From an optimization exercise on the open Yosys and OpenROAD flow, aimed at small area and a short achievable clock period; shortcuts taken in it are not production practice.
In this exercise RTL edits were held to simulation tests only and were not proved equivalent to the original.
The clock port is modelled as an ideal driver; clocking choices that lean on that would not hold on a real chip.
Power and IR drop assume default switching activity.

===== design.v =====
module axi_stream_insert_header #(
    parameter DATA_WD = 128,
    parameter DATA_BYTE_WD = DATA_WD / 8
) (
    input clk,
    input rst_n,
    input valid_in,
    input [DATA_WD-1 : 0] data_in,
    input [DATA_BYTE_WD-1 : 0] keep_in,
    input last_in,
    output reg ready_in,
    output reg valid_out,
    output reg [DATA_WD-1 : 0] data_out,
    output reg [DATA_BYTE_WD-1 : 0] keep_out,
    output reg last_out,
    input ready_out,
    input valid_insert,
    input [DATA_WD-1 : 0] header_insert,
    input [DATA_BYTE_WD-1 : 0] keep_insert,
    output reg ready_insert
);
function integer clog2;
input integer n;
begin
    for (clog2 = 0; n > 0; clog2 = clog2 + 1)
        n = n >> 1;
end
endfunction
localparam BW = DATA_BYTE_WD;
localparam ZW = clog2(BW - 1);
function hz_ge;
    input [BW-1:0] keep;
    input integer k;
begin
    if (k <= 0)
        hz_ge = 1'b1;
    else if (k >= BW)
        hz_ge = 1'b0;
    else
        hz_ge = ~keep[BW-k];
end
endfunction
function [ZW-1:0] therm_zeros;
    input [BW-1:0] keep;
    integer i, m;
    reg acc;
begin
    for (i = 0; i < ZW; i = i + 1) begin
        acc = 1'b0;
        for (m = (1 << i); m < BW; m = m + (2 << i))
            acc = acc | (hz_ge(keep, m) & ~hz_ge(keep, m + (1 << i)));
        therm_zeros[i] = acc;
    end
end
endfunction
reg [DATA_WD-1:0] prev;         
reg [ZW-1:0] hz;                
reg pend;                       
reg rin;                        
wire start = ~rin & ~valid_out & ready_out & valid_insert & valid_in;
wire [2*DATA_WD-1:0] win0 = {prev, data_in};
wire [2*DATA_WD-1:0] win1 = hz[3] ? {win0[2*DATA_WD-1-64:0], 64'b0} : win0;
wire [2*DATA_WD-1:0] win2 = hz[2] ? {win1[2*DATA_WD-1-32:0], 32'b0} : win1;
wire [2*DATA_WD-1:0] win3 = hz[1] ? {win2[2*DATA_WD-1-16:0], 16'b0} : win2;
wire [2*DATA_WD-1:0] win4 = hz[0] ? {win3[2*DATA_WD-1-8:0], 8'b0} : win3;
wire [BW-1:0] kin = {1'b1, keep_in[BW-2:0]};
wire [BW:0] hz_at;
genvar g;
generate
    for (g = 0; g <= BW; g = g + 1) begin : g_hz_at
        assign hz_at[g] = (hz >= g);
    end
endgenerate
function fz_ge;
    input [BW-1:0] keep;
    input integer m;
begin
    if (m <= 0)
        fz_ge = 1'b1;
    else if (m >= BW)
        fz_ge = 1'b0;
    else
        fz_ge = ~keep[m-1];
end
endfunction
function [ZW-1:0] fz_of;
    input [BW-1:0] keep;
    integer i, m;
    reg acc;
begin
    for (i = 0; i < ZW; i = i + 1) begin
        acc = 1'b0;
        for (m = (1 << i); m < BW; m = m + (2 << i))
            acc = acc | (fz_ge(keep, m) & ~fz_ge(keep, m + (1 << i)));
        fz_of[i] = acc;
    end
end
endfunction
reg [ZW-1:0] fzd;               
wire [ZW-1:0] tz = hz + fzd;    
wire [2*BW-1:0] kw0 = {{BW{1'b1}}, kin};
wire [2*BW-1:0] kw1 = hz[3] ? {kw0[2*BW-1-8:0], 8'b0} : kw0;
wire [2*BW-1:0] kw2 = hz[2] ? {kw1[2*BW-1-4:0], 4'b0} : kw1;
wire [2*BW-1:0] kw3 = hz[1] ? {kw2[2*BW-1-2:0], 2'b0} : kw2;
wire [2*BW-1:0] kw4 = hz[0] ? {kw3[2*BW-1-1:0], 1'b0} : kw3;
wire [BW-1:0] keep_cur = kw4[2*BW-1:BW];
reg spill;
integer k;
always @(*) begin
    spill = 1'b1;
    for (k = 1; k < BW; k = k + 1)
        spill = spill & (~hz_at[k] | kin[BW-1-k]);
end
always @(posedge clk or negedge rst_n) begin
    if (~rst_n) begin
        ready_in <= 1'b0;
        rin <= 1'b0;
        ready_insert <= 1'b0;
        valid_out <= 1'b0;
        pend <= 1'b0;
    end
    else begin
        ready_in <= start | (ready_in & ~last_in);
        rin <= start | (rin & ~last_in);
        ready_insert <= start;
        valid_out <= rin | pend;
        pend <= rin & last_in & spill;
    end
end
always @(posedge clk) begin
    if (~rin & ~valid_out)
        hz <= therm_zeros(keep_insert);
    prev <= rin ? data_in : header_insert;
    data_out <= win4[2*DATA_WD-1:DATA_WD];
    fzd <= fz_of(keep_in);
    keep_out <= pend ? ({BW{1'b1}} << tz) : keep_cur;
    last_out <= pend | (rin & last_in & ~spill);
end
endmodule

===== flow/run.sh =====
#!/bin/bash
# The standard ORFS layout (the standard.sh), with these changes made through
# ORFS's own hooks and variables:
#  - synthesis is the standard synthesis with an area-oriented ABC mapping
#    script (synth_abc.tcl, abc_map.script)
#  - the port buffers are buf_1 cells; the output ones become buf_2 after global
#    placement (post_gp.tcl)
#  - clock tree synthesis without dummy loads, from clkbuf_8 cells in larger clusters
#  - repair_timing after CTS and after global routing aims at a setup slack of
#    FLOW_FLOW_MARGIN ns (margin.tcl)
set -euo pipefail
here=$(pwd)
export FLOW_STD_SYNTH="$here/synth_recipe.tcl"
export FLOW_ABC_SCRIPT="$here/flow/abc_map.script"
export FLOW_FLOW_MARGIN=10.1
export BUFFER_PORTS_ARGS="-buffer_cell sky130_fd_sc_hd__buf_1"
export POST_GLOBAL_PLACE_TCL="$here/flow/post_gp.tcl"
export CTS_ARGS="-sink_clustering_enable -repair_clock_nets -dont_use_dummy_load -buf_list sky130_fd_sc_hd__clkbuf_8 -root_buf sky130_fd_sc_hd__clkbuf_16 -sink_clustering_size 16 -sink_clustering_max_diameter 60"
export PRE_CTS_TCL="$here/flow/margin.tcl"
export PRE_GLOBAL_ROUTE_TCL="$here/flow/margin.tcl"
bash standard.sh SYNTH_SCRIPT="$here/flow/synth_abc.tcl" finish > standard_flow.log 2>&1

===== flow/abc_map.script =====
&get -n
&st
&dch
&nf
&put

===== flow/margin.tcl =====
# Have this step's repair_timing aim at a setup slack of FLOW_FLOW_MARGIN ns
# instead of the configured margin, so that the paths that set the achieved
# period get sized and buffered as critical paths.
set ::env(SETUP_SLACK_MARGIN) $::env(FLOW_FLOW_MARGIN)

===== flow/post_gp.tcl =====
# Give the output ports a stronger buffer than the buf_1 that buffer_ports inserted.
set out_buf sky130_fd_sc_hd__buf_2
set n 0
foreach bterm [[ord::get_db_block] getBTerms] {
  if {[$bterm getIoType] != "OUTPUT"} { continue }
  set net [$bterm getNet]
  if {$net == "NULL"} { continue }
  foreach iterm [$net getITerms] {
    if {![$iterm isOutputSignal]} { continue }
    set inst [$iterm getInst]
    if {[[$inst getMaster] getName] == "sky130_fd_sc_hd__buf_1"} {
      replace_cell [get_cells [$inst getName]] [get_lib_cells $out_buf]
      incr n
    }
  }
}
puts "post_gp.tcl: $n output buffers now $out_buf"

===== flow/synth_abc.tcl =====
# The standard synthesis (synth_recipe.tcl, sourced below), with one change:
# ABC maps the logic with flow/abc_map.script (an area-oriented &nf mapping)
# instead of ORFS's abc_speed.script. Flip-flops are mapped before ABC runs, so
# the registers, their names and cell types are those of the standard synthesis.
proc abc {args} {
  set i [lsearch -exact $args -script]
  if {$i >= 0} {
    lset args [expr {$i + 1}] $::env(FLOW_ABC_SCRIPT)
  }
  yosys abc {*}$args
}
source $::env(FLOW_STD_SYNTH)

===== standard.sh =====
#!/bin/bash
# synth_recipe.tcl (not shown) runs the flow's synth.tcl, then flattens the netlist and writes it again
# the make line also repeats each setting of config.mk as NAME=value (left out here)
make -C /OpenROAD-flow-scripts/flow DESIGN_CONFIG=/design/flow/config.mk WORK_HOME=/design/flow/orfs CLKGATE_MAP_FILE= SYNTH_SCRIPT=/design/flow/synth_recipe.tcl "${@:-finish}"

===== config.mk =====
export PLATFORM = sky130hd
export DESIGN_NAME = axi_stream_insert_header
export DESIGN_NICKNAME = axi_stream_insert_header
export VERILOG_FILES = /design/flow/design.v
export SDC_FILE = /design/flow/constraint.sdc
export NUM_CORES = 4
export LEC_CHECK = 0
export CAP_MARGIN = 20
export CORE_MARGIN = 2
export CORE_UTILIZATION = 50
export SETUP_SLACK_MARGIN = 1.0
export SLEW_MARGIN = 20

===== constraint.sdc =====
create_clock -name core_clock -period 14.0 [get_ports {clk}]
set_input_delay 2.8000 -clock core_clock [delete_from_list [all_inputs] [get_ports {clk}]]
set_output_delay 2.8000 -clock core_clock [all_outputs]
set_load 0.01 [all_outputs]

==> results.rst, run 1 <==
.. list-table::
   :header-rows: 1

   * - Metric
     - Value
   * - Status
     - complete, no violations
   * - Number of flops mapped to enable cells by yosys
     - 4
   * - Placeable core region
     - approximately 27000 um^2
   * - Via count
     - 12800
   * - CTS tree
     - done
   * - Cell row count
     - 60
   * - Fill cell instance count of the final layout
     - around 2500
   * - CP top delay family
     - simple AND/OR/NAND/NOR gates
   * - I/O pin count
     - 442
   * - Portion of total power attributed to combinational logic
     - 32.3%
   * - Avg Cell Area, Syn
     - 9.55 um^2
   * - Clock Sink Count
     - 285
   * - Die span in x
     - 169 um
   * - Number of buffers inserted by port buffering
     - approximately 440
   * - Initial core utilization
     - roughly half
   * - Vias in the first global route
     - 12200
   * - Switching Share
     - 33.9%
   * - Most area-consuming cells after synthesis
     - sky130_fd_sc_hd__dfxtp_1 (40%), sky130_fd_sc_hd__mux2_1 (15%), sky130_fd_sc_hd__o21ai_0 (9.0%)
   * - VDD IR-drop max
     - 84.3 uV
   * - Proportion of synthesized chip area in sequential cells
     - 42.2%
   * - Category of the worst setup path capture point
     - register
   * - Area added between synthesis and finish
     - 21.3%
   * - Die area
     - 28700 um^2
   * - Fmax achieved
     - 236 MHz
   * - Headroom to the max-slew limit
     - 22.3%
   * - Worst endpoint data arrival time
     - approximately 4.7 ns
   * - Remaining Overflow, GRT
     - 0
   * - Power consumption
     - 2.12 mW
   * - Synthesized cell area
     - 13700 um^2
   * - Total Routing Usage GR
     - 29.3%
   * - Share of async-settable or async-resettable flops after synthesis
     - under 10%
   * - Cell Area, Placed
     - about 16000 um^2
   * - Non-Filler Instances
     - 2262
   * - Number of antenna violations at the first check in global routing
     - 9
   * - Synth cell types
     - between 40 and 50
   * - Setup skew after layout
     - 0.0372 ns
   * - Cts hold-fix bufs
     - 0
   * - Number of cells in the design after placement
     - 2223
   * - Detailed placement HPWL
     - 30400 um
   * - Final std cell area, no fill
     - about 17000 um^2
   * - Smallest hold slack
     - 0.518 ns
   * - Synthesized instance count
     - ~1400
   * - Worst min-delay path class
     - register to register
   * - Total negative slack
     - 0 ns
   * - Cell with the most instances after synthesis
     - sky130_fd_sc_hd__dfxtp_1
   * - Peak per-stage delay on the critical path
     - 0.51 ns
   * - Unrepaired setup endpoints after global routing
     - true
   * - Worst-Skew Late Latency
     - just over 0.5 ns
   * - Global-route wire length before repair
     - around 66000 um
   * - Final number of setup-violating endpoints
     - 0
   * - Maximum fanout along the worst path
     - 2
   * - Post-detailed-route count of antenna-violating nets
     - 0
   * - Clock-pin slew of the registers on the worst-case setup and hold paths
     - about 0.09 ns
   * - Post-Synthesis Net Count
     - 1729
   * - Routed wirelength normalized by instance count
     - 19.3 um
   * - DIE HEIGHT
     - 169 um
   * - Cell internal pwr
     - 1.40 mW
   * - Post-route core utilization
     - 61.7%
   * - Setup Crit Path Kind
     - input port to register
   * - Ys Warns
     - 1
   * - Post-synth top cells
     - sky130_fd_sc_hd__dfxtp_1 (276), sky130_fd_sc_hd__o21ai_0 (245), sky130_fd_sc_hd__mux2_1 (186), sky130_fd_sc_hd__nand2_1 (181), sky130_fd_sc_hd__mux2i_1 (122)
   * - Total length of routed wires
     - 43700 um
   * - Worst endpoint required time
     - 14.41 ns
   * - Leakage Power
     - 6.82 nW
   * - DR DRC count
     - 0
   * - Slowest stage cell on the critical path
     - sky130_fd_sc_hd__or4_4
   * - Type of origin of the critical path
     - input port
   * - CP bufs+invs
     - 2
   * - Cell breakdown of the critical path
     - buf_8, clkinv_4, a222oi_1, o2111ai_1, or4_1, or4_4, nor4_4, and3_1
   * - Most common flop cell mapped by yosys
     - sky130_fd_sc_hd__dfxtp_1
   * - Ratio of cells with drive above 1 in the final layout
     - 11.6%
   * - Seq pwr share
     - 46.8%
   * - Maximum number of pins on one net before global-route repair
     - 193
   * - Share of the synthesized area in the top cell type
     - between 40% and 50%
   * - Period minus WS final
     - 4.24 ns
   * - Sw Pwr
     - around 0.72 mW
   * - Final hold viol count
     - 0
   * - Maximum capacitance violations
     - 0
   * - Final worst-path setup slack
     - 9.76 ns
   * - CTS buffer count
     - 25
   * - Vias per Instance
     - 5.67
   * - DRC marker count from the first detailed-route iteration
     - 1021
   * - Number of slew-limit violations in the final report
     - 0
   * - Power share of the clock group
     - 20.9%
   * - Number of detailed-route iterations in the first pass
     - 6
   * - Ratio of final minimum period to clock period
     - roughly 30%
   * - Layout Nets
     - 2210
   * - Pre-CTS setup slack
     - 8.92 ns
   * - Transition time at the pin with the least slew margin
     - 1.16 ns
   * - Flops & latches, synth
     - 285
   * - Cell taking the most area after synthesis
     - sky130_fd_sc_hd__dfxtp_1
   * - Power density of the placed cells
     - around 130 nW/um^2
## layout make-up
type	count	area [um^2]	share of cell area [%]
antenna	11	27.5	0.166
clock buffer	25	378	2.28
inverter	41	166	1.00
multi-input combinational	1104	7780	47.0
sequential	285	5770	34.8
tap	341	427	2.57
timing repair buffer	455	2020	12.2
## worst min-delay path: stages (launching register included)
cell and delay [ns]:
sky130_fd_sc_hd__dfrtp_1 0.39, sky130_fd_sc_hd__clkinv_1 0.04, sky130_fd_sc_hd__o21ai_0 0.06
## placed cells by master (no fill, tap or decap), types with 10 or more instances in the layout
cell and n:
sky130_fd_sc_hd__dfxtp_1 276, sky130_fd_sc_hd__diode_2 11, sky130_fd_sc_hd__mux4_2 15, sky130_fd_sc_hd__mux2_1 186
sky130_fd_sc_hd__o211ai_1 17, sky130_fd_sc_hd__nand2_1 181, sky130_fd_sc_hd__clkbuf_8 22, sky130_fd_sc_hd__mux2i_1 122
sky130_fd_sc_hd__nor3_1 11, sky130_fd_sc_hd__buf_4 14, sky130_fd_sc_hd__clkinv_1 36, sky130_fd_sc_hd__o21ai_0 244
sky130_fd_sc_hd__nor2_1 85, sky130_fd_sc_hd__buf_2 147, sky130_fd_sc_hd__buf_1 288, sky130_fd_sc_hd__a21oi_1 72
sky130_fd_sc_hd__a222oi_1 14, sky130_fd_sc_hd__o22ai_1 10, sky130_fd_sc_hd__a22oi_1 60
## repair_timing
item / CTS / global route
gates resized for setup: 16 / 4
setup endpoints to repair: 9 / 6
pin swaps: 6 / 5
buffers inserted: 3 / 0
## power groups by stage
stage / registers, mW / logic [mW] / clock network (mW)
2_1_floorplan: 1.10 / 0.350 / 0
3_3_place_gp: 1.01 / 0.646 / 0
3_5_place_dp: 1.01 / 0.675 / 0
4_1_cts: 0.992 / 0.681 / 0.453
5_1_grt: 1.00 / 0.757 / 0.484
6_report: 0.992 / 0.684 / 0.444
## kinds of logic (layout without fill, tap and decap cells)
family	after synthesis	after routing	synth area share (%)
xor+xnor	5	5	0.320
buf+inv	42	521	1.18
compound gates	455	455	19.6
other cells	1	12	0.0274
mux	323	323	26.7
flops	285	285	42.2
simple gates	316	316	9.48
fa+ha+maj	4	4	0.421
## final timing paths
check                           slack [ns]  depth (start not counted)     endpoint         from
worst max register to register       10.48                          8  keep_out[1]        hz[3]
min in group asynchronous             2.12                          1          rin        rst_n
worst min register to register        0.52                          2     ready_in     ready_in
worst max-delay path                  9.76                          8         pend  keep_in[13]
worst min-delay path                  0.52                          2     ready_in     ready_in
max in group asynchronous            11.61                          1         pend        rst_n
## flip-flops by register name, summed over array words and instances (netlist names), 4 cells and up
name,flops
fzd,4
prev,128
keep_out,15
data_out,128
hz,4
## routing by layer
layer | up-vias | wire [um] | GRT usage, %
met5 | - | 13 | 0
met4 | 2 | 1290 | 10.4
met3 | 85 | 3670 | 7.42
met2 | 503 | 20100 | 47.8
met1 | 5928 | 18600 | 37.7
li1 | 6312 | - | -
==> inputs of run 2 (changes only) <==
==> flow/abc_map.script (replaced) <==
strash
dch
map -a
topo
==> results.rst, run 2 <==
.. list-table::
   :header-rows: 1

   * - Metric
     - Value
   * - CP bufs+invs
     - 1
   * - Post-detailed-route count of antenna-violating nets
     - 0
   * - Area occupied by registers
     - 5770 um^2
   * - Power density of the placed cells
     - 133 nW/um^2
   * - Largest registers
     - data_out (128), prev (128), keep_out (15)
   * - Worst endpoint required time
     - around 11 ns
   * - Slowest stage cell on the critical path
     - sky130_fd_sc_hd__dfrtp_1
   * - Synthesized instance count
     - approximately 1700
   * - Placeable core region
     - ~27000 um^2
   * - Maximum fanout along the worst path
     - 2
   * - Most area-consuming cells after synthesis
     - sky130_fd_sc_hd__dfxtp_1 (41%), sky130_fd_sc_hd__nand2_1 (16%), sky130_fd_sc_hd__mux2i_1 (15%)
   * - Die span in x
     - 169 um
   * - Ratio of cells with drive above 1 in the final layout
     - 10.8%
   * - Ys Warns
     - 1
   * - I/O pin count
     - approximately 440
   * - Most common flop cell mapped by yosys
     - sky130_fd_sc_hd__dfxtp_1
   * - Post-Synthesis Net Count
     - roughly 2000
   * - Worst min-delay path class
     - register to register
   * - Total negative slack
     - 0 ns
   * - Number of buffers inserted by post-CTS setup repair
     - 0
   * - Leakage Power
     - ~7.6 nW
   * - Maximum number of pins on one net before global-route repair
     - 144
   * - Worst endpoint data arrival time
     - 1.07 ns
   * - Cell with the most instances after synthesis
     - sky130_fd_sc_hd__nand2_1
   * - Worst setup startpoint
     - ready_in
   * - Clock Sink Count
     - 285
   * - Detailed placement HPWL
     - 33200 um
   * - Area added between synthesis and finish
     - 21.4%
   * - Setup Crit Path Kind
     - register to output port
   * - Cell taking the most area after synthesis
     - sky130_fd_sc_hd__dfxtp_1
   * - DRC marker count from the first detailed-route iteration
     - 1076
   * - Critical hold path startpoint
     - ready_in
   * - Post-cts resize count
     - 0
   * - Setup skew after layout
     - ~0.053 ns
   * - Ratio of final minimum period to clock period
     - 27.6%
   * - Final hold viol count
     - 0
   * - Cts hold-fix bufs
     - 0
   * - DIE HEIGHT
     - 169 um
   * - Number of antenna violations at the first check in global routing
     - 10
   * - Layout Nets
     - 2532
   * - CTS buffer count
     - 29
   * - Worst-Skew Late Latency
     - 0.53 ns
   * - Share of the synthesized area in the top cell type
     - 40.7%
   * - CTS tree
     - done
   * - Number of detailed-route iterations in the first pass
     - 5
   * - Avg Cell Area, Syn
     - 7.77 um^2
   * - Fmax achieved
     - ~260 MHz
   * - Final worst-path setup slack
     - around 10 ns
   * - Multi-input combinational cell area
     - approximately 7600 um^2
   * - Number of flops mapped to enable cells by yosys
     - 4
   * - Total length of routed wires
     - between 40000 and 50000 um
   * - Remaining Overflow, GRT
     - 0
   * - Number of buffers inserted by port buffering
     - around 440
   * - Unrepaired setup endpoints after global routing
     - true
   * - Flops & latches, synth
     - 285
   * - Headroom to the max-slew limit
     - 24.1%
   * - Period minus WS final
     - around 3.9 ns
   * - Category of the worst setup path capture point
     - output port
   * - R2R Path Start
     - hz[0]
   * - Vias in the first global route
     - ~13000
   * - Number of slew-limit violations in the final report
     - 0
   * - Total Routing Usage GR
     - 32.2%
   * - Maximum capacitance violations
     - 0
   * - Pre-CTS setup slack
     - 9.74 ns
   * - Cell row count
     - 60
   * - VDD IR-drop max
     - 85.9 uV
   * - Peak per-stage delay on the critical path
     - roughly 0.39 ns
   * - Leading cell type in the layout, fill and taps excluded
     - sky130_fd_sc_hd__nand2_1
   * - Commonest cells after routing, fill and taps aside
     - sky130_fd_sc_hd__nand2_1 (586), sky130_fd_sc_hd__buf_1 (291), sky130_fd_sc_hd__dfxtp_1 (276), sky130_fd_sc_hd__o21ai_0 (266), sky130_fd_sc_hd__mux2i_1 (202)
   * - CP top delay family
     - flip-flops
   * - Global-route wire length before repair
     - 72300 um
   * - Fill cell instance count of the final layout
     - ~2600
   * - Cell breakdown of the critical path
     - buf_2
   * - Post-synth top cells
     - sky130_fd_sc_hd__nand2_1 (586), sky130_fd_sc_hd__dfxtp_1 (276), sky130_fd_sc_hd__o21ai_0 (266), sky130_fd_sc_hd__mux2i_1 (202), sky130_fd_sc_hd__nor2_1 (105)
   * - Vias per Instance
     - 5.53
   * - Share of async-settable or async-resettable flops after synthesis
     - 1.75%
   * - Proportion of synthesized chip area in sequential cells
     - between 40% and 50%
   * - Initial core utilization
     - between 50% and 60%
   * - Status
     - complete, no violations
   * - Synthesized cell area
     - about 14000 um^2
   * - Die area
     - 28500 um^2
   * - Clock-pin slew of the registers on the worst-case setup and hold paths
     - 0.10 ns
   * - Via count
     - 14300
   * - Transition time at the pin with the least slew margin
     - 1.14 ns
   * - Final number of setup-violating endpoints
     - 0
   * - Routed wirelength normalized by instance count
     - 18.6 um
   * - Type of origin of the critical path
     - register
   * - DR DRC count
     - 0
   * - Synth cell types
     - 31
## run 2: cell count changes in the layout (fill, tap and decap cells not counted), moves of 24 or more
| cell | previous run | this run |
|---|---|---|
| sky130_fd_sc_hd__nand2_1 | 181 | 586 |
| sky130_fd_sc_hd__mux2_1 | 186 | 0 |
| sky130_fd_sc_hd__mux2i_1 | 122 | 202 |
| sky130_fd_sc_hd__a221oi_1 | 4 | 45 |
| sky130_fd_sc_hd__clkinv_1 | 36 | 75 |
| sky130_fd_sc_hd__or2_2 | 0 | 31 |
| sky130_fd_sc_hd__a22oi_1 | 60 | 36 |
## run 2: per-stage QoR
| stage | total power [mW] | cell area (um^2) | util, % | hold WS, ns | std cells |
|---|---|---|---|---|---|
| after global routing | 2.32 | 16500 | 61.5 | 0.576 | 2580 |
| after CTS | 2.20 | 16500 | 61.4 | 0.532 | 2573 |
| final | 2.20 | 16500 | 61.5 | 0.529 | 2581 |
| after detailed placement | 1.73 | 16000 | 59.8 | 0.517 | 2544 |
| after floorplan | 1.46 | 13600 | - | 0.510 | 1748 |
| after global placement | 1.70 | 15800 | 59.1 | 0.507 | 2544 |
## run 2: worst paths after layout
check	end	slack, ns	cells past startpoint
setup / recovery	ready_in	10.13	1
hold / removal	ready_in	0.53	2
setup reg to reg	keep_out[0]	10.77	8
hold reg to reg	ready_in	0.53	2
max in group asynchronous	rin	11.68	1
min in group asynchronous	ready_in	2.09	1
## run 2: final cells by class
cell class                 count  share of cell area (%)
clock buffer                  29                    2.63
timing repair buffer         456                    12.0
inverter                      80                    1.87
multi-input combinational   1382                    45.8
antenna                        8                   0.121
sequential                   285                    35.0
tap                          341                    2.59
## run 2: cells by family after synthesis
logic type,count (synthesis),share of synthesized area (%)
AND/OR/NAND/NOR,739,21.2
buffers and inverters,81,2.27
other,1,0.0276
multiplexers,202,14.9
adder cells (fa/ha/maj),4,0.424
flip-flops,285,42.5
AO/OA/AOI/OAI,434,18.6
XOR/XNOR,2,0.129
## run 2: per-layer routing
layer	GRT usage [%]	wire [um]
met1	41.1	20100
met2	53.6	22300
met3	6.10	3870
met4	13.0	1700
met5	0	29
## run 2: report_power, final
| part | switching (mW) | internal, mW |
|---|---|---|
| Clock | 0.274 | 0.204 |
| Sequential | 0.0500 | 0.956 |
| Combinational | 0.455 | 0.260 |
| Total | 0.780 | 1.42 |
==> inputs of run 3 (changes only) <==
--- a/flow/synth_abc.tcl
+++ b/flow/synth_abc.tcl
@@ -1,5 +1,5 @@
 # The standard synthesis (synth_recipe.tcl, sourced below), with one change:
-# ABC maps the logic with flow/abc_map.script (an area-oriented &nf mapping)
+# ABC maps the logic with flow/abc_map.script (an area-oriented mapping: strash; dch; map -a)
 # instead of ORFS's abc_speed.script. Flip-flops are mapped before ABC runs, so
 # the registers, their names and cell types are those of the standard synthesis.
 proc abc {args} {
==> results.rst, run 3 <==
.. list-table::
   :header-rows: 1

   * - Metric
     - Value
   * - Synthesized cell area
     - around 14000 um^2
   * - Number of buffers inserted by post-CTS setup repair
     - 0
   * - Area added between synthesis and finish
     - 21.4%
   * - Clock-pin slew of the registers on the worst-case setup and hold paths
     - approximately 0.1 ns
   * - Critical hold path startpoint
     - ready_in
   * - Worst min-delay path class
     - register to register
   * - Final number of setup-violating endpoints
     - 0
   * - Post-detailed-route count of antenna-violating nets
     - 0
   * - DRC marker count from the first detailed-route iteration
     - 1076
   * - Slowest stage cell on the critical path
     - sky130_fd_sc_hd__dfrtp_1
   * - CTS buffer count
     - 29
   * - Avg Cell Area, Syn
     - 7.77 um^2
   * - Cell row count
     - 60
   * - Maximum fanout along the worst path
     - 2
   * - Global-route wire length before repair
     - 72300 um
   * - Ys Warns
     - 1
   * - I/O pin count
     - ~440
   * - VDD IR-drop max
     - around 86 uV
   * - Via count
     - approximately 14000
   * - Initial core utilization
     - 50.7%
   * - Die span in x
     - 169 um
   * - Transition time at the pin with the least slew margin
     - about 1.1 ns
   * - DR DRC count
     - 0
   * - Share of the synthesized area in the top cell type
     - 40.7%
   * - Status
     - complete, no violations
   * - Total length of routed wires
     - about 48000 um
   * - Worst setup startpoint
     - ready_in
   * - Post-route core utilization
     - 61.5%
   * - Number of buffers inserted by port buffering
     - between 400 and 500
   * - Synth cell types
     - 31
   * - Cell taking the most area after synthesis
     - sky130_fd_sc_hd__dfxtp_1
   * - Setup Crit Path Kind
     - register to output port
   * - Most area-consuming cells after synthesis
     - sky130_fd_sc_hd__dfxtp_1 (41%), sky130_fd_sc_hd__nand2_1 (16%), sky130_fd_sc_hd__mux2i_1 (15%)
   * - Final worst-path setup slack
     - 10.13 ns
   * - Number of flops mapped to enable cells by yosys
     - 4
   * - Most common flop cell mapped by yosys
     - sky130_fd_sc_hd__dfxtp_1
   * - Share of async-settable or async-resettable flops after synthesis
     - under 10%
   * - Detailed placement HPWL
     - 33200 um
   * - Remaining Overflow, GRT
     - 0
   * - Fmax achieved
     - 259 MHz
   * - Cell breakdown of the critical path
     - buf_2
   * - Unrepaired setup endpoints after global routing
     - true
   * - Fill cell instance count of the final layout
     - 2634
   * - Period minus WS final
     - ~3.9 ns
   * - Number of antenna violations at the first check in global routing
     - 10
   * - Die area
     - 28500 um^2
   * - CTS tree
     - done
   * - Post-synth top cells
     - sky130_fd_sc_hd__nand2_1 (586), sky130_fd_sc_hd__dfxtp_1 (276), sky130_fd_sc_hd__o21ai_0 (266), sky130_fd_sc_hd__mux2i_1 (202), sky130_fd_sc_hd__nor2_1 (105)
   * - Maximum capacitance violations
     - 0
   * - R2R Path Start
     - hz[0]
   * - Vias in the first global route
     - 13400
   * - Category of the worst setup path capture point
     - output port
   * - Post-Synthesis Net Count
     - between 2000 and 2500
   * - Maximum number of pins on one net before global-route repair
     - ~140
   * - Power density of the placed cells
     - between 100 and 150 nW/um^2
   * - Type of origin of the critical path
     - register
   * - Leakage Power
     - 7.58 nW
   * - Ratio of final minimum period to clock period
     - 27.6%
   * - Capture point of the worst reg-to-reg path
     - keep_out[0]
   * - Worst endpoint data arrival time
     - 1.07 ns
   * - Worst endpoint required time
     - 11.20 ns
   * - Proportion of synthesized chip area in sequential cells
     - 42.5%
   * - Leading cell type in the layout, fill and taps excluded
     - sky130_fd_sc_hd__nand2_1
   * - Layout Nets
     - about 2500
   * - Placeable core region
     - 26800 um^2
   * - Worst Reg2Reg Path Length in Cells
     - 8
   * - Cts hold-fix bufs
     - 0
   * - Routed wirelength normalized by instance count
     - 18.6 um
   * - Flops & latches, synth
     - 285
   * - Peak per-stage delay on the critical path
     - 0.39 ns
   * - Total negative slack
     - 0 ns
   * - Vias per Instance
     - 5.53
   * - Pre-CTS setup slack
     - 9.74 ns
   * - Ratio of cells with drive above 1 in the final layout
     - 10.8%
   * - DIE HEIGHT
     - 169 um
   * - CP top delay family
     - flip-flops
   * - Cell with the most instances after synthesis
     - sky130_fd_sc_hd__nand2_1
   * - Number of slew-limit violations in the final report
     - 0
   * - Final hold viol count
     - 0
   * - CP bufs+invs
     - 1
   * - Clock Sink Count
     - 285
   * - Setup skew after layout
     - 0.0526 ns
   * - Total Routing Usage GR
     - 32.2%
   * - Headroom to the max-slew limit
     - 24.1%
   * - R2R Setup Slk
     - 10.77 ns
   * - Synthesized instance count
     - 1748
   * - Worst setup endpoint
     - ready_in
   * - Commonest cells after routing, fill and taps aside
     - sky130_fd_sc_hd__nand2_1 (586), sky130_fd_sc_hd__buf_1 (291), sky130_fd_sc_hd__dfxtp_1 (276), sky130_fd_sc_hd__o21ai_0 (266), sky130_fd_sc_hd__mux2i_1 (202)
   * - Worst-Skew Late Latency
     - 0.53 ns
   * - Number of detailed-route iterations in the first pass
     - 5
   * - Largest registers
     - data_out (128), prev (128), keep_out (15)
   * - Stages on the worst setup path
     - 1
## run 3: final cells by class
cell class | count | area (um^2) | area share (%)
diodes | 8 | 20.0 | 0.121
clock buffers | 29 | 433 | 2.63
inverters | 80 | 308 | 1.87
multi-input cells | 1382 | 7550 | 45.8
flip-flops and latches | 285 | 5770 | 35.0
well taps | 341 | 427 | 2.59
repair buffers | 456 | 1980 | 12.0
## run 3: how the worst min path moves through the flow
stage,end,slack [ns],cells past startpoint
3_3_place_gp,ready_in,0.51,2
4_1_cts,ready_in,0.53,2
6_report,ready_in,0.53,2
3_5_place_dp,ready_in,0.52,2
5_1_grt,ready_in,0.58,2
2_1_floorplan,data_out[113],0.51,2
## run 3: report_power, final
| part | total (mW) | leakage (nW) | switching (mW) | internal, mW |
|---|---|---|---|---|
| clock | 0.479 | 0.224 | 0.274 | 0.204 |
| sequential | 1.01 | 2.43 | 0.0500 | 0.956 |
| combinational | 0.715 | 4.93 | 0.455 | 0.260 |
| total | 2.20 | 7.58 | 0.780 | 1.42 |
## run 3: routing by layer
metal	vias to the layer above	wire length [um]	global-route usage [%]
met1	6507	20100	41.1
met2	630	22300	53.6
met5	-	29	0
met4	4	1700	13.0
li1	7038	-	-
met3	103	3870	6.10
## run 3: kinds of logic (layout without fill, tap and decap cells)
group	after synthesis	after routing	synth area share, %
mux	202	202	14.9
buf+inv	81	565	2.27
xor+xnor	2	2	0.129
other cells	1	9	0.0276
fa+ha+maj	4	4	0.424
flops	285	285	42.5
simple gates	739	739	21.2
compound gates	434	434	18.6
## run 3: tightest hold or removal path: cells and delay by family (launching register included)
family / cells / cell delay, ns
buffers and inverters: 1 / 0.04
flip-flops: 1 / 0.39
AO/OA/AOI/OAI: 1 / 0.06
## run 3: per-stage QoR
step / power [mW] / cells / area, um^2 / hold WS [ns]
2_1_floorplan: 1.46 / 1748 / 13600 / 0.510
3_3_place_gp: 1.70 / 2544 / 15800 / 0.507
3_5_place_dp: 1.73 / 2544 / 16000 / 0.517
4_1_cts: 2.20 / 2573 / 16500 / 0.532
5_1_grt: 2.32 / 2580 / 16500 / 0.576
6_report: 2.20 / 2581 / 16500 / 0.529
## run 3: repair_timing
action / CTS / global route
endpoints found under the hold margin: 0 / 0
resized for setup: 0 / 2
endpoints found under the setup margin: 0 / 4
==> inputs of run 4 (changes only) <==
--- a/design.v
+++ b/design.v
@@ -64,13 +64,6 @@
 wire [2*DATA_WD-1:0] win3 = hz[1] ? {win2[2*DATA_WD-1-16:0], 16'b0} : win2;
 wire [2*DATA_WD-1:0] win4 = hz[0] ? {win3[2*DATA_WD-1-8:0], 8'b0} : win3;
 wire [BW-1:0] kin = {1'b1, keep_in[BW-2:0]};
-wire [BW:0] hz_at;
-genvar g;
-generate
-    for (g = 0; g <= BW; g = g + 1) begin : g_hz_at
-        assign hz_at[g] = (hz >= g);
-    end
-endgenerate
 function fz_ge;
     input [BW-1:0] keep;
     input integer m;
@@ -104,13 +97,7 @@
 wire [2*BW-1:0] kw3 = hz[1] ? {kw2[2*BW-1-2:0], 2'b0} : kw2;
 wire [2*BW-1:0] kw4 = hz[0] ? {kw3[2*BW-1-1:0], 1'b0} : kw3;
 wire [BW-1:0] keep_cur = kw4[2*BW-1:BW];
-reg spill;
-integer k;
-always @(*) begin
-    spill = 1'b1;
-    for (k = 1; k < BW; k = k + 1)
-        spill = spill & (~hz_at[k] | kin[BW-1-k]);
-end
+wire spill = kw4[BW-1];
 always @(posedge clk or negedge rst_n) begin
     if (~rst_n) begin
         ready_in <= 1'b0;
==> results.rst, run 4 <==
.. list-table::
   :header-rows: 1

   * - Metric
     - Value
   * - VDD IR-drop max
     - ~83 uV
   * - Type of origin of the critical path
     - register
   * - Largest registers
     - data_out (128), prev (128), keep_out (15)
   * - Post-detailed-route count of antenna-violating nets
     - 0
   * - Final hold viol count
     - 0
   * - Ratio of cells with drive above 1 in the final layout
     - roughly a tenth
   * - Via count
     - 13800
   * - CP top delay family
     - flip-flops
   * - Post-Synthesis Net Count
     - 2021
   * - Total Routing Usage GR
     - 29.1%
   * - Most common flop cell mapped by yosys
     - sky130_fd_sc_hd__dfxtp_1
   * - Maximum fanout along the worst path
     - 1
   * - I/O pin count
     - 442
   * - CTS buffer count
     - 27
   * - Category of the worst setup path capture point
     - output port
   * - Routed wirelength normalized by instance count
     - 17.1 um
   * - Worst min-delay path class
     - register to register
   * - Worst Hold Path Cells
     - 2
   * - Cts hold-fix bufs
     - 0
   * - Worst Reg2Reg Path Length in Cells
     - 9
   * - Setup Crit Path Kind
     - register to output port
   * - Synthesized instance count
     - 1723
   * - Post-cts resize count
     - 0
   * - Headroom to the max-slew limit
     - 29.2%
   * - Power density of the placed cells
     - approximately 140 nW/um^2
   * - Ys Warns
     - 1
   * - Proportion of synthesized chip area in sequential cells
     - 41.8%
   * - Final number of setup-violating endpoints
     - 0
   * - CTS tree
     - done
   * - Clock Sink Count
     - 285
   * - Period minus WS final
     - 3.84 ns
   * - Area added between synthesis and finish
     - 20.4%
   * - Share of the synthesized area in the top cell type
     - around 40%
   * - Setup skew after layout
     - 0.0436 ns
   * - Worst endpoint required time
     - between 10 and 15 ns
   * - Flops & latches, synth
     - approximately 290
   * - Number of flops mapped to enable cells by yosys
     - 4
   * - DR DRC count
     - 0
   * - Initial core utilization
     - 51.1%
   * - Cell breakdown of the critical path
     - buf_2
   * - Worst-Skew Late Latency
     - 0.53 ns
   * - Final std cell area, no fill
     - 16600 um^2
   * - Layout Nets
     - 2501
   * - Transition time at the pin with the least slew margin
     - 1.06 ns
   * - Total negative slack
     - 0 ns
   * - Fill cell instance count of the final layout
     - 2612
   * - Total length of routed wires
     - 43700 um
   * - Leakage Power
     - just under 8 nW
   * - Post-synth top cells
     - sky130_fd_sc_hd__nand2_1 (521), sky130_fd_sc_hd__mux2i_1 (289), sky130_fd_sc_hd__dfxtp_1 (276), sky130_fd_sc_hd__o21ai_0 (247), sky130_fd_sc_hd__a21oi_1 (109)
   * - Unrepaired setup endpoints after global routing
     - false
   * - R2R Setup Slk
     - about 11 ns
   * - Detailed placement HPWL
     - between 30000 and 40000 um
   * - Slowest stage cell on the critical path
     - sky130_fd_sc_hd__dfxtp_1
   * - Share of async-settable or async-resettable flops after synthesis
     - 1.75%
   * - Synth cell types
     - 30
   * - Number of detailed-route iterations in the first pass
     - 5
   * - Worst endpoint data arrival time
     - 1.04 ns
   * - Fmax achieved
     - ~260 MHz
   * - Vias in the first global route
     - 13100
   * - Die span in x
     - 170 um
   * - Vias per Instance
     - 5.42
   * - Placeable core region
     - 27000 um^2
   * - Maximum capacitance violations
     - 0
   * - Cell taking the most area after synthesis
     - sky130_fd_sc_hd__dfxtp_1
   * - Power consumption
     - ~2.3 mW
   * - Number of buffers inserted by port buffering
     - 438
   * - Clock-pin slew of the registers on the worst-case setup and hold paths
     - 0.09 ns
   * - Commonest cells after routing, fill and taps aside
     - sky130_fd_sc_hd__nand2_1 (521), sky130_fd_sc_hd__buf_1 (291), sky130_fd_sc_hd__mux2i_1 (289), sky130_fd_sc_hd__dfxtp_1 (276), sky130_fd_sc_hd__o21ai_0 (247)
   * - Synthesized cell area
     - 13800 um^2
   * - Avg Cell Area, Syn
     - 8.01 um^2
   * - Most area-consuming cells after synthesis
     - sky130_fd_sc_hd__dfxtp_1 (40%), sky130_fd_sc_hd__mux2i_1 (21%), sky130_fd_sc_hd__nand2_1 (14%)
   * - CP bufs+invs
     - 1
   * - Remaining Overflow, GRT
     - 0
   * - DRC marker count from the first detailed-route iteration
     - 977
   * - Peak per-stage delay on the critical path
     - 0.38 ns
   * - Cell row count
     - 60
   * - Status
     - complete, no violations
   * - Stages on the worst setup path
     - 1
   * - Maximum number of pins on one net before global-route repair
     - around 240
   * - DIE HEIGHT
     - ~170 um
   * - Cell Area, Placed
     - between 15000 and 20000 um^2
   * - Number of slew-limit violations in the final report
     - 0
   * - Number of antenna violations at the first check in global routing
     - 9
   * - Global-route wire length before repair
     - 67300 um
   * - Ratio of final minimum period to clock period
     - about 27%
   * - Cell with the most instances after synthesis
     - sky130_fd_sc_hd__nand2_1
   * - Smallest hold slack
     - 0.499 ns
   * - Die area
     - 28900 um^2
   * - Leading cell type in the layout, fill and taps excluded
     - sky130_fd_sc_hd__nand2_1
[run 4: timing repair]
item / CTS / global route
hold endpoints to repair: 0 / 0
setup buffers: 0 / 1
setup endpoints to repair: 0 / 1
[run 4: per-layer routing]
layer / global-route usage [%] / share of wire (%)
met1: 37.0 / 44
met2: 49.3 / 46
met3: 5.49 / 7.0
met4: 10.3 / 3.3
met5: 0 / 0.069
[run 4: layout make-up]
cell class,count,area (um^2),share of cell area (%)
antenna,7,17.5,0.105
clock buffer,27,405,2.44
inverter,83,319,1.92
multi-input combinational,1354,7710,46.4
sequential,285,5770,34.8
tap,341,427,2.57
timing repair buffer,452,1960,11.8
[run 4: cells by family after synthesis]
kind of cell / share of synthesized area [%]
AND/OR/NAND/NOR: 17.3
flip-flops: 41.8
XOR/XNOR: 0.127
adder cells (fa/ha/maj): 0.417
other: 0.0272
buffers and inverters: 2.31
multiplexers: 21.0
AO/OA/AOI/OAI: 17.1
[run 4: metrics by stage]
step | cells | setup slack, ns | utilization [%]
2_1_floorplan | 1723 | 4.15 | -
3_3_place_gp | 2514 | 9.76 | 59.2
3_5_place_dp | 2514 | 9.74 | 59.9
4_1_cts | 2541 | 10.16 | 61.4
5_1_grt | 2546 | 10.11 | 61.4
6_report | 2549 | 10.16 | 61.5
[run 4: where the power goes]
part	switching [mW]	total, mW	internal (mW)
Sequential	0.0585	1.03	0.972
Combinational	0.484	0.780	0.296
Clock	0.271	0.463	0.192
Total	0.814	2.27	1.46
[run 4: path summary, 6_finish.rpt]
check | to | from
max | data_out[111] | data_out[111]
min | ready_in | ready_in
max reg2reg | pend | hz[2]
min reg2reg | ready_in | ready_in
max in group asynchronous | rin | rst_n
min in group asynchronous | ready_insert | rst_n
==> inputs of run 5 (changes only) <==
==> flow/abc_map.script (replaced) <==
strash
dch
amap
topo
==> results.rst, run 5 <==
.. list-table::
   :header-rows: 1

   * - Metric
     - Value
   * - Status
     - complete, no violations
   * - CP top delay family
     - flip-flops
   * - Area added between synthesis and finish
     - 22.3%
   * - Worst min-delay path class
     - register to register
   * - Total length of routed wires
     - 41900 um
   * - Peak per-stage delay on the critical path
     - 0.40 ns
   * - CP bufs+invs
     - 1
   * - Global-route wire length before repair
     - 64300 um
   * - Share of the synthesized area in the top cell type
     - between 40% and 50%
   * - VDD IR-drop max
     - 101 uV
   * - Clock Sink Count
     - 285
   * - Die area
     - 26100 um^2
   * - Ratio of final minimum period to clock period
     - 27.5%
   * - Post-synth top cells
     - sky130_fd_sc_hd__o22ai_1 (286), sky130_fd_sc_hd__dfxtp_1 (276), sky130_fd_sc_hd__o22a_1 (204), sky130_fd_sc_hd__nor2_1 (88), sky130_fd_sc_hd__a22o_1 (80)
   * - Number of detailed-route iterations in the first pass
     - 5
   * - Synth cell types
     - 32
   * - Die span in x
     - around 160 um
   * - Vias per Instance
     - 6.19
   * - Cell Area, Placed
     - 14800 um^2
   * - Final hold viol count
     - 0
   * - Smallest hold slack
     - 0.493 ns
   * - Number of antenna violations at the first check in global routing
     - 9
   * - Total Routing Usage GR
     - 30.2%
   * - DRC marker count from the first detailed-route iteration
     - 1165
   * - Cell with the most instances after synthesis
     - sky130_fd_sc_hd__o22ai_1
   * - Category of the worst setup path capture point
     - output port
   * - Total negative slack
     - 0 ns
   * - Cts hold-fix bufs
     - 0
   * - Power consumption
     - 2.28 mW
   * - Number of slew-limit violations in the final report
     - 0
   * - Largest registers
     - data_out (128), prev (128), keep_out (15)
   * - Unrepaired setup endpoints after global routing
     - false
   * - Transition time at the pin with the least slew margin
     - 1.12 ns
   * - Headroom to the max-slew limit
     - 25.2%
   * - Most area-consuming cells after synthesis
     - sky130_fd_sc_hd__dfxtp_1 (45%), sky130_fd_sc_hd__o22ai_1 (14%), sky130_fd_sc_hd__o22a_1 (14%)
   * - Routed wirelength normalized by instance count
     - 19.7 um
   * - Commonest cells after routing, fill and taps aside
     - sky130_fd_sc_hd__buf_1 (291), sky130_fd_sc_hd__o22ai_1 (286), sky130_fd_sc_hd__dfxtp_1 (276), sky130_fd_sc_hd__o22a_1 (204), sky130_fd_sc_hd__buf_2 (147)
   * - Most common flop cell mapped by yosys
     - sky130_fd_sc_hd__dfxtp_1
   * - Leakage Power
     - 5.88 nW
   * - Proportion of synthesized chip area in sequential cells
     - 46.5%
   * - Leading cell type in the layout, fill and taps excluded
     - sky130_fd_sc_hd__buf_1
   * - Ys Warns
     - 1
   * - CTS tree
     - done
   * - Cell row count
     - 57
   * - Period minus WS final
     - approximately 3.8 ns
   * - Via count
     - approximately 13000
   * - Worst-Skew Late Latency
     - 0.51 ns
   * - Cell breakdown of the critical path
     - buf_2
   * - Post-cts resize count
     - 0
   * - Final worst-path setup slack
     - between 10 and 15 ns
   * - DR DRC count
     - 0
   * - Number of flops mapped to enable cells by yosys
     - 4
   * - Placeable core region
     - 24300 um^2
   * - Post-detailed-route count of antenna-violating nets
     - 0
   * - Ratio of cells with drive above 1 in the final layout
     - 10.8%
   * - Final std cell area, no fill
     - 15200 um^2
   * - Detailed placement HPWL
     - between 20000 and 30000 um
   * - Maximum fanout along the worst path
     - 2
   * - Cell taking the most area after synthesis
     - sky130_fd_sc_hd__dfxtp_1
   * - Pre-CTS setup slack
     - 9.92 ns
   * - Maximum capacitance violations
     - 0
   * - Type of origin of the critical path
     - register
   * - Maximum number of pins on one net before global-route repair
     - around 120
   * - Share of async-settable or async-resettable flops after synthesis
     - roughly 1.8%
   * - Flops & latches, synth
     - 285
   * - CTS buffer count
     - 26
   * - Setup Crit Path Kind
     - register to output port
   * - Number of buffers inserted by port buffering
     - between 400 and 500
   * - Avg Cell Area, Syn
     - 9.42 um^2
   * - DIE HEIGHT
     - 162 um
   * - Final number of setup-violating endpoints
     - 0
   * - Fmax achieved
     - 260 MHz
   * - Vias in the first global route
     - 12200
   * - Clock-pin slew of the registers on the worst-case setup and hold paths
     - around 0.10 ns
   * - Initial core utilization
     - 51.0%
   * - Synthesized cell area
     - between 10000 and 15000 um^2
   * - Remaining Overflow, GRT
     - 0
   * - Setup skew after layout
     - between 0.03 and 0.04 ns
   * - I/O pin count
     - 442
   * - Worst endpoint data arrival time
     - 1.05 ns
   * - Slowest stage cell on the critical path
     - sky130_fd_sc_hd__dfrtp_1
   * - Worst endpoint required time
     - 11.20 ns
   * - Power density of the placed cells
     - 151 nW/um^2
   * - Synthesized instance count
     - approximately 1300
   * - Number of buffers inserted by post-CTS setup repair
     - 0
   * - Post-Synthesis Net Count
     - between 1500 and 2000
   * - Layout Nets
     - 2094
==> run 5: cell types whose count changed after synthesis, moves of 26 or more <==
| cell | delta |
|---|---|
| sky130_fd_sc_hd__o22ai_1 | +269 |
| sky130_fd_sc_hd__mux2i_1 | -289 |
| sky130_fd_sc_hd__o22a_1 | +204 |
| sky130_fd_sc_hd__a21oi_1 | -55 |
| sky130_fd_sc_hd__a22o_1 | +80 |
| sky130_fd_sc_hd__o21ai_0 | -178 |
| sky130_fd_sc_hd__nand2_1 | -453 |
| sky130_fd_sc_hd__a221oi_1 | +26 |
==> run 5: area by class of cell <==
cell class | count | area [um^2]
sequential | 285 | 5770
timing repair buffer | 452 | 1940
tap | 324 | 405
clock buffer | 26 | 392
fill | 2288 | 9140
antenna | 7 | 17.5
multi-input combinational | 956 | 6350
inverter | 75 | 299
==> run 5: layer usage <==
layer	GRT usage [%]	wire, um
met1	39.1	17900
met2	50.3	19500
met3	6.39	3130
met4	10.3	1340
met5	0	43
==> run 5: cells by family (layout without fill, tap and decap cells) <==
kind of cell,count (synthesis),count (layout),share of synthesized area (%)
AOI/OAI and AO/OA,777,777,45.2
adders and majority gates,4,4,0.464
buffers and inverters,76,553,2.33
DFF,285,285,46.5
other,1,8,0.0302
and+or+nand+nor,174,174,5.47
==> run 5: worst paths after layout <==
| path | cells past startpoint | slack [ns] | start | end |
|---|---|---|---|---|
| worst max-delay path | 1 | 10.15 | ready_in | ready_in |
| worst min-delay path | 2 | 0.49 | ready_in | ready_in |
| worst max register to register | 6 | 11.02 | hz[3] | data_out[63] |
| worst min register to register | 2 | 0.49 | ready_in | ready_in |
| max in group asynchronous | 1 | 11.61 | rst_n | rin |
| min in group asynchronous | 1 | 2.12 | rst_n | ready_insert |
==> run 5: power breakdown <==
group	switching, mW	internal, mW
sequential	0.0501	0.966
combinational	0.476	0.344
clock	0.263	0.186
total	0.788	1.50
==> run 5: per-stage QoR <==
step	instances	util [%]
after floorplan	1317	-
after global placement	2092	60.0
after detailed placement	2092	60.7
after CTS	2118	62.3
after global routing	2123	62.4
final	2125	62.4
==> run 5: tightest hold or removal path, delay by kind of cell (launching register included) <==
| family | cells | cell delay [ns] |
|---|---|---|
| DFF | 1 | 0.37 |
| and+or+nand+nor | 2 | 0.10 |
==> inputs of run 6 (changes only) <==
--- a/flow/synth_abc.tcl
+++ b/flow/synth_abc.tcl
@@ -1,5 +1,5 @@
 # The standard synthesis (synth_recipe.tcl, sourced below), with one change:
-# ABC maps the logic with flow/abc_map.script (an area-oriented mapping: strash; dch; map -a)
+# ABC maps the logic with flow/abc_map.script (an area-oriented mapping: strash; dch; amap)
 # instead of ORFS's abc_speed.script. Flip-flops are mapped before ABC runs, so
 # the registers, their names and cell types are those of the standard synthesis.
 proc abc {args} {
==> results.rst, run 6 <==
.. list-table::
   :header-rows: 1

   * - Metric
     - Value
   * - Post-cts resize count
     - 0
   * - Number of detailed-route iterations in the first pass
     - 5
   * - DRC marker count from the first detailed-route iteration
     - 1165
   * - Maximum capacitance violations
     - 0
   * - Vias in the first global route
     - 12200
   * - Post-synth top cells
     - sky130_fd_sc_hd__o22ai_1 (286), sky130_fd_sc_hd__dfxtp_1 (276), sky130_fd_sc_hd__o22a_1 (204), sky130_fd_sc_hd__nor2_1 (88), sky130_fd_sc_hd__a22o_1 (80)
   * - DR DRC count
     - 0
   * - Maximum fanout along the worst path
     - 2
   * - Sw Pwr
     - 0.788 mW
   * - Status
     - complete, no violations
   * - Switching Share
     - 34.5%
   * - VDD IR-drop max
     - 101 uV
   * - Detailed placement HPWL
     - 29000 um
   * - Fmax achieved
     - ~260 MHz
   * - Unrepaired setup endpoints after global routing
     - false
   * - Portion of total power attributed to combinational logic
     - 35.9%
   * - Remaining Overflow, GRT
     - 0
   * - Leading cell type in the layout, fill and taps excluded
     - sky130_fd_sc_hd__buf_1
   * - Post-detailed-route count of antenna-violating nets
     - 0
   * - Clock-pin slew of the registers on the worst-case setup and hold paths
     - 0.10 ns
   * - Synthesized cell area
     - 12400 um^2
   * - Cell internal pwr
     - 1.50 mW
   * - Seq pwr share
     - ~45%
   * - Leakage Power
     - ~5.9 nW
   * - Share of async-settable or async-resettable flops after synthesis
     - 1.75%
   * - Largest registers
     - data_out (128), prev (128), keep_out (15)
   * - Power density of the placed cells
     - between 150 and 200 nW/um^2
   * - Vias per Instance
     - 6.19
   * - DIE HEIGHT
     - roughly 160 um
   * - Cell breakdown of the critical path
     - buf_2
   * - Number of slew-limit violations in the final report
     - 0
   * - Period minus WS final
     - 3.85 ns
   * - Worst endpoint data arrival time
     - about 1.1 ns
   * - Routed wirelength normalized by instance count
     - about 20 um
   * - Maximum number of pins on one net before global-route repair
     - approximately 120
   * - Ratio of cells with drive above 1 in the final layout
     - 10.8%
   * - Die span in x
     - 162 um
   * - Worst endpoint required time
     - 11.20 ns
   * - Flops & latches, synth
     - roughly 290
   * - Synth cell types
     - 32
   * - Number of cells in the design after placement
     - 2092
   * - Die area
     - 26100 um^2
   * - Most area-consuming cells after synthesis
     - sky130_fd_sc_hd__dfxtp_1 (45%), sky130_fd_sc_hd__o22ai_1 (14%), sky130_fd_sc_hd__o22a_1 (14%)
   * - Number of flops mapped to enable cells by yosys
     - 4
   * - Setup Crit Path Kind
     - register to output port
   * - Power share of the clock group
     - about a fifth
   * - Number of antenna violations at the first check in global routing
     - 9
   * - Post-route core utilization
     - 62.4%
   * - Area added between synthesis and finish
     - 22.3%
   * - Cts hold-fix bufs
     - 0
   * - Initial core utilization
     - 51.0%
   * - Most common flop cell mapped by yosys
     - sky130_fd_sc_hd__dfxtp_1
   * - Ratio of final minimum period to clock period
     - 27.5%
   * - CTS tree
     - done
   * - Share of the synthesized area in the top cell type
     - around 45%
   * - CP bufs+invs
     - 1
   * - Type of origin of the critical path
     - register
   * - Final hold viol count
     - 0
   * - Headroom to the max-slew limit
     - about 25%
   * - Synthesized instance count
     - 1317
   * - I/O pin count
     - 442
   * - Via count
     - 13100
   * - Setup skew after layout
     - 0.0305 ns
   * - CP top delay family
     - flip-flops
   * - Final number of setup-violating endpoints
     - 0
   * - Worst-Skew Late Latency
     - 0.51 ns
   * - Commonest cells after routing, fill and taps aside
     - sky130_fd_sc_hd__buf_1 (291), sky130_fd_sc_hd__o22ai_1 (286), sky130_fd_sc_hd__dfxtp_1 (276), sky130_fd_sc_hd__o22a_1 (204), sky130_fd_sc_hd__buf_2 (147)
   * - Ys Warns
     - 1
   * - Number of buffers inserted by port buffering
     - between 400 and 500
   * - Slowest stage cell on the critical path
     - sky130_fd_sc_hd__dfrtp_1
   * - Cell taking the most area after synthesis
     - sky130_fd_sc_hd__dfxtp_1
   * - Number of buffers inserted by post-CTS setup repair
     - 0
   * - Layout Nets
     - 2094
   * - Post-Synthesis Net Count
     - 1615
   * - Total negative slack
     - 0 ns
   * - Global-route wire length before repair
     - 64300 um
   * - Clock Sink Count
     - 285
   * - Cell with the most instances after synthesis
     - sky130_fd_sc_hd__o22ai_1
   * - Total length of routed wires
     - roughly 42000 um
   * - Proportion of synthesized chip area in sequential cells
     - between 40% and 50%
   * - Total Routing Usage GR
     - between 30% and 40%
   * - Transition time at the pin with the least slew margin
     - around 1.1 ns
   * - Category of the worst setup path capture point
     - output port
   * - Peak per-stage delay on the critical path
     - about 0.4 ns
   * - Placeable core region
     - 24300 um^2
   * - Cell row count
     - 57
   * - Non-Filler Instances
     - between 2000 and 2500
   * - CTS buffer count
     - 26
   * - Avg Cell Area, Syn
     - 9.42 um^2
   * - Worst min-delay path class
     - register to register
## run 6: cell counts after synthesis
Identical to the previous run, type by type.
## run 6: worst paths after layout
kind                           endpoint  slack (ns)  depth (start not counted)      from
min reg2reg                    ready_in        0.49                          2  ready_in
min                            ready_in        0.49                          2  ready_in
max reg2reg                data_out[63]       11.02                          6     hz[3]
max                            ready_in       10.15                          1  ready_in
min in group asynchronous  ready_insert        2.12                          1     rst_n
max in group asynchronous           rin       11.61                          1     rst_n
## run 6: per-layer routing
layer	global-route usage [%]	vias up	part of all wire, %
met2	50.3	521	47
li1	-	6434	-
met5	0	-	0.10
met4	10.3	6	3.2
met3	6.39	77	7.5
met1	39.1	6107	43
## run 6: cell type report
class | instances | area, um^2
antenna | 7 | 17.5
clock buffer | 26 | 392
fill | 2288 | 9140
inverter | 75 | 299
multi-input combinational | 956 | 6350
sequential | 285 | 5770
tap | 324 | 405
timing repair buffer | 452 | 1940
## run 6: cells by family after synthesis
family	synth area share, %
AOI/OAI and AO/OA	45.2
buffers and inverters	2.33
other	0.0302
and+or+nand+nor	5.47
adders and majority gates	0.464
DFF	46.5
## run 6: per-stage QoR
stage               total power [mW]  hold slack, ns  setup slack, ns  area (um^2)
finish                          2.28           0.493            10.15        15200
CTS                             2.28           0.497            10.13        15200
global placement                1.81           0.462             9.89        14600
floorplan                       1.57           0.508             4.60        12400
detailed placement              1.84           0.473             9.92        14800
global route                    2.41           0.528            10.11        15200
## run 6: power groups by stage
stage	clock network [mW]	registers (mW)	logic, mW
6_report	0.449	1.02	0.820
5_1_grt	0.488	1.03	0.889
4_1_cts	0.456	1.02	0.813
3_5_place_dp	0	1.03	0.807
3_3_place_gp	0	1.03	0.777
2_1_floorplan	0	1.12	0.450
==> inputs of run 7 (changes only) <==
--- a/flow/run.sh
+++ b/flow/run.sh
@@ -14,7 +14,6 @@
 export FLOW_ABC_SCRIPT="$here/flow/abc_map.script"
 export FLOW_FLOW_MARGIN=10.1
 export BUFFER_PORTS_ARGS="-buffer_cell sky130_fd_sc_hd__buf_1"
-export POST_GLOBAL_PLACE_TCL="$here/flow/post_gp.tcl"
 export CTS_ARGS="-sink_clustering_enable -repair_clock_nets -dont_use_dummy_load -buf_list sky130_fd_sc_hd__clkbuf_8 -root_buf sky130_fd_sc_hd__clkbuf_16 -sink_clustering_size 16 -sink_clustering_max_diameter 60"
 export PRE_CTS_TCL="$here/flow/margin.tcl"
 export PRE_GLOBAL_ROUTE_TCL="$here/flow/margin.tcl"
removed: flow/post_gp.tcl
==> results.rst, run 7 <==
.. list-table::
   :header-rows: 1

   * - Metric
     - Value
   * - Status
     - complete, no violations
   * - Portion of total power attributed to combinational logic
     - 35.1%
   * - Power density of the placed cells
     - around 150 nW/um^2
   * - Leading cell type in the layout, fill and taps excluded
     - sky130_fd_sc_hd__buf_1
   * - Placeable core region
     - between 20000 and 25000 um^2
   * - Ratio of cells with drive above 1 in the final layout
     - 2.84%
   * - Most common flop cell mapped by yosys
     - sky130_fd_sc_hd__dfxtp_1
   * - Pre-CTS setup slack
     - slightly below 10 ns
   * - CTS buffer count
     - 26
   * - Vias in the first global route
     - 12000
   * - Die area
     - 26100 um^2
   * - Die span in x
     - between 150 and 200 um
   * - Maximum number of pins on one net before global-route repair
     - between 100 and 150
   * - Worst Hold Path Cells
     - 2
   * - Fill cell instance count of the final layout
     - between 2000 and 2500
   * - Type of origin of the critical path
     - register
   * - Slowest stage cell on the critical path
     - sky130_fd_sc_hd__dfxtp_1
   * - DIE HEIGHT
     - 162 um
   * - Capture point of the worst reg-to-reg path
     - data_out[39]
   * - Leakage Power
     - 5.47 nW
   * - Sw Pwr
     - roughly 0.79 mW
   * - R2R Setup Slk
     - 10.97 ns
   * - Worst min-delay path class
     - register to register
   * - CP bufs+invs
     - 1
   * - Category of the worst setup path capture point
     - output port
   * - Synthesized instance count
     - 1317
   * - Final worst-path setup slack
     - 10.12 ns
   * - Global-route wire length before repair
     - 64200 um
   * - Most area-consuming cells after synthesis
     - sky130_fd_sc_hd__dfxtp_1 (45%), sky130_fd_sc_hd__o22ai_1 (14%), sky130_fd_sc_hd__o22a_1 (14%)
   * - Worst endpoint required time
     - approximately 11 ns
   * - Cell row count
     - 57
   * - Unrepaired setup endpoints after global routing
     - false
   * - Weighted congestion reported at the end of routability-driven placement
     - 0.913
   * - CP top delay family
     - flip-flops
   * - Maximum fanout along the worst path
     - 1
   * - Final number of setup-violating endpoints
     - 0
   * - Cell taking the most area after synthesis
     - sky130_fd_sc_hd__dfxtp_1
   * - CTS tree
     - done
   * - Synth cell types
     - 32
   * - Commonest cells after routing, fill and taps aside
     - sky130_fd_sc_hd__buf_1 (434), sky130_fd_sc_hd__o22ai_1 (286), sky130_fd_sc_hd__dfxtp_1 (276), sky130_fd_sc_hd__o22a_1 (204), sky130_fd_sc_hd__nor2_1 (88)
   * - Area added between synthesis and finish
     - 21.1%
   * - Final hold viol count
     - 0
   * - Period minus WS final
     - 3.88 ns
   * - Number of detailed-route iterations in the first pass
     - 5
   * - DRC marker count from the first detailed-route iteration
     - roughly 1100
   * - Largest registers
     - data_out (128), prev (128), keep_out (15)
   * - Via count
     - 13100
   * - Post-detailed-route count of antenna-violating nets
     - 0
   * - Post-synth top cells
     - sky130_fd_sc_hd__o22ai_1 (286), sky130_fd_sc_hd__dfxtp_1 (276), sky130_fd_sc_hd__o22a_1 (204), sky130_fd_sc_hd__nor2_1 (88), sky130_fd_sc_hd__a22o_1 (80)
   * - Cts hold-fix bufs
     - 0
   * - Vias per Instance
     - approximately 6.2
   * - Clock-pin slew of the registers on the worst-case setup and hold paths
     - 0.09 ns
   * - Cell Area, Placed
     - between 10000 and 15000 um^2
   * - Peak per-stage delay on the critical path
     - 0.31 ns
   * - Power share of the clock group
     - 19.8%
   * - Layout Nets
     - 2095
   * - Worst-Skew Late Latency
     - about 0.52 ns
   * - Share of the synthesized area in the top cell type
     - between 40% and 50%
   * - Number of flops mapped to enable cells by yosys
     - 4
   * - Worst setup startpoint
     - data_out[43]
   * - Initial core utilization
     - 51.0%
   * - Flops & latches, synth
     - 285
   * - Headroom to the max-slew limit
     - 29.7%
   * - Cell with the most instances after synthesis
     - sky130_fd_sc_hd__o22ai_1
   * - DR DRC count
     - 0
   * - Post-Synthesis Net Count
     - 1615
   * - Worst endpoint data arrival time
     - 1.08 ns
   * - Number of buffers inserted by port buffering
     - 438
   * - Setup Crit Path Kind
     - register to output port
   * - Ratio of final minimum period to clock period
     - 27.7%
   * - Number of antenna violations at the first check in global routing
     - 10
   * - Number of slew-limit violations in the final report
     - 0
   * - Share of async-settable or async-resettable flops after synthesis
     - 1.75%
   * - Setup skew after layout
     - around 0.037 ns
   * - Proportion of synthesized chip area in sequential cells
     - between 40% and 50%
   * - I/O pin count
     - 442
   * - Switching Share
     - 35.0%
   * - Detailed placement HPWL
     - 28900 um
   * - Fmax achieved
     - 258 MHz
   * - Cell breakdown of the critical path
     - buf_1
   * - Total length of routed wires
     - approximately 42000 um
   * - Clock Sink Count
     - 285
   * - Critical hold path startpoint
     - ready_in
   * - Endpoint, Worst Hold
     - ready_in
   * - R2R Path Start
     - hz[3]
   * - Remaining Overflow, GRT
     - 0
   * - Final std cell area, no fill
     - 15000 um^2
   * - Synthesized cell area
     - 12400 um^2
   * - Avg Cell Area, Syn
     - ~9.4 um^2
   * - VDD IR-drop max
     - around 97 uV
   * - Worst Reg2Reg Path Length in Cells
     - 6
   * - Ys Warns
     - 1
   * - Total Routing Usage GR
     - 30.3%
   * - Seq pwr share
     - 45.1%
   * - Cell internal pwr
     - 1.47 mW
   * - Total negative slack
     - 0 ns
   * - Transition time at the pin with the least slew margin
     - 1.06 ns
   * - Maximum capacitance violations
     - 0
   * - Number of buffers inserted by post-CTS setup repair
     - 0
   * - Routed wirelength normalized by instance count
     - 19.6 um
run 7: final cells by class:
class | instances | area (um^2) | share of cell area, %
diodes | 10 | 25.0 | 0.166
clock buffers | 26 | 392 | 2.61
inverters | 75 | 299 | 1.99
multi-input cells | 956 | 6350 | 42.3
flip-flops and latches | 285 | 5770 | 38.4
well taps | 324 | 405 | 2.70
repair buffers | 453 | 1790 | 11.9
run 7: routing by layer:
layer / GRT usage [%] / wire, um / vias to the layer above
met4: 10.6 / 1290 / 4
met1: 39.1 / 17500 / 6065
met3: 6.63 / 3420 / 73
li1: - / - / 6432
met5: 0 / 28 / -
met2: 50.4 / 19600 / 570
run 7: power by group through the flow:
stage | registers (mW) | logic, mW | clock network (mW)
after CTS | 1.02 | 0.784 | 0.458
after detailed placement | 1.04 | 0.779 | 0
final | 1.02 | 0.793 | 0.448
after floorplan | 1.12 | 0.450 | 0
after global routing | 1.03 | 0.864 | 0.490
after global placement | 1.03 | 0.777 | 0
run 7: worst min-delay path: cells and delay by family (launching register included):
family           cells  cell delay (ns)
flip-flops           1             0.37
AND/OR/NAND/NOR      2             0.10
run 7: worst max path at each step:
stage / to / slack, ns / depth (start not counted)
after CTS: data_out[35] / 10.11 / 1
after floorplan: last_out / 4.60 / 7
after detailed placement: last_out / 9.93 / 7
final: data_out[43] / 10.12 / 1
after global placement: keep_out[4] / 9.89 / 6
after global routing: data_out[123] / 10.10 / 1
run 7: logic make-up after synthesis:
kind of cell	after synthesis	share of synthesized area, %
compound gates	777	45.2
flops	285	46.5
simple gates	174	5.47
buf+inv	76	2.33
fa+ha+maj	4	0.464
other cells	1	0.0302
run 7: repair_timing:
item / in CTS / in global routing
setup endpoints to repair: 1 / 3
endpoints found under the hold margin: 0 / 0
pin swaps: 0 / 0
resized for setup: 1 / 3
run 7: stage by stage:
step / hold slack, ns / total power [mW] / util (%) / cells
6_report: 0.501 / 2.26 / 61.8 / 2129
5_1_grt: 0.529 / 2.39 / 61.8 / 2125
4_1_cts: 0.498 / 2.26 / 61.6 / 2118
3_5_place_dp: 0.476 / 1.81 / 60.0 / 2092
3_3_place_gp: 0.462 / 1.81 / 60.0 / 2092
2_1_floorplan: 0.508 / 1.57 / - / 1317

[static timing again, ports no longer ideal]
No port has a modelled driver above. Below, the same layouts with a new extraction and two added sets of constraints.
Step 1 assumes that a clkbuf_16 drives the clock port and a buf_2 every other input.
Step 2 times the ports against the registers' clock, not the clock port: input delays grow and output delays shrink by t, the midpoint of the rising clock arrivals with the driver on.
Slacks: no drivers / after step 1 / after step 2; pairs: no drivers / after step 1.
run	t (ns)	setup slack, ns	worst setup path after step 2	worst data-port slew with drivers (ns)
run 1	0.548	9.759 / 9.742 / 9.193	input to register	0.09
run 2	0.560	10.132 / 10.079 / 9.711	input to register	0.09
run 3	0.560	10.132 / 10.079 / 9.711	input to register	0.09
run 4	0.547	10.155 / 10.106 / 9.710	input to register	0.09
run 5	0.542	10.152 / 10.103 / 9.880	input to register	0.09
run 6	0.542	10.152 / 10.103 / 9.880	input to register	0.09
run 7	0.550	10.124 / 10.075 / 9.871	input to register	0.09
After both steps every run listed still meets setup and hold. For run 1, which loses most, drivers alone change the setup slack by -0.017 ns; drivers and shift together by -0.566 ns.
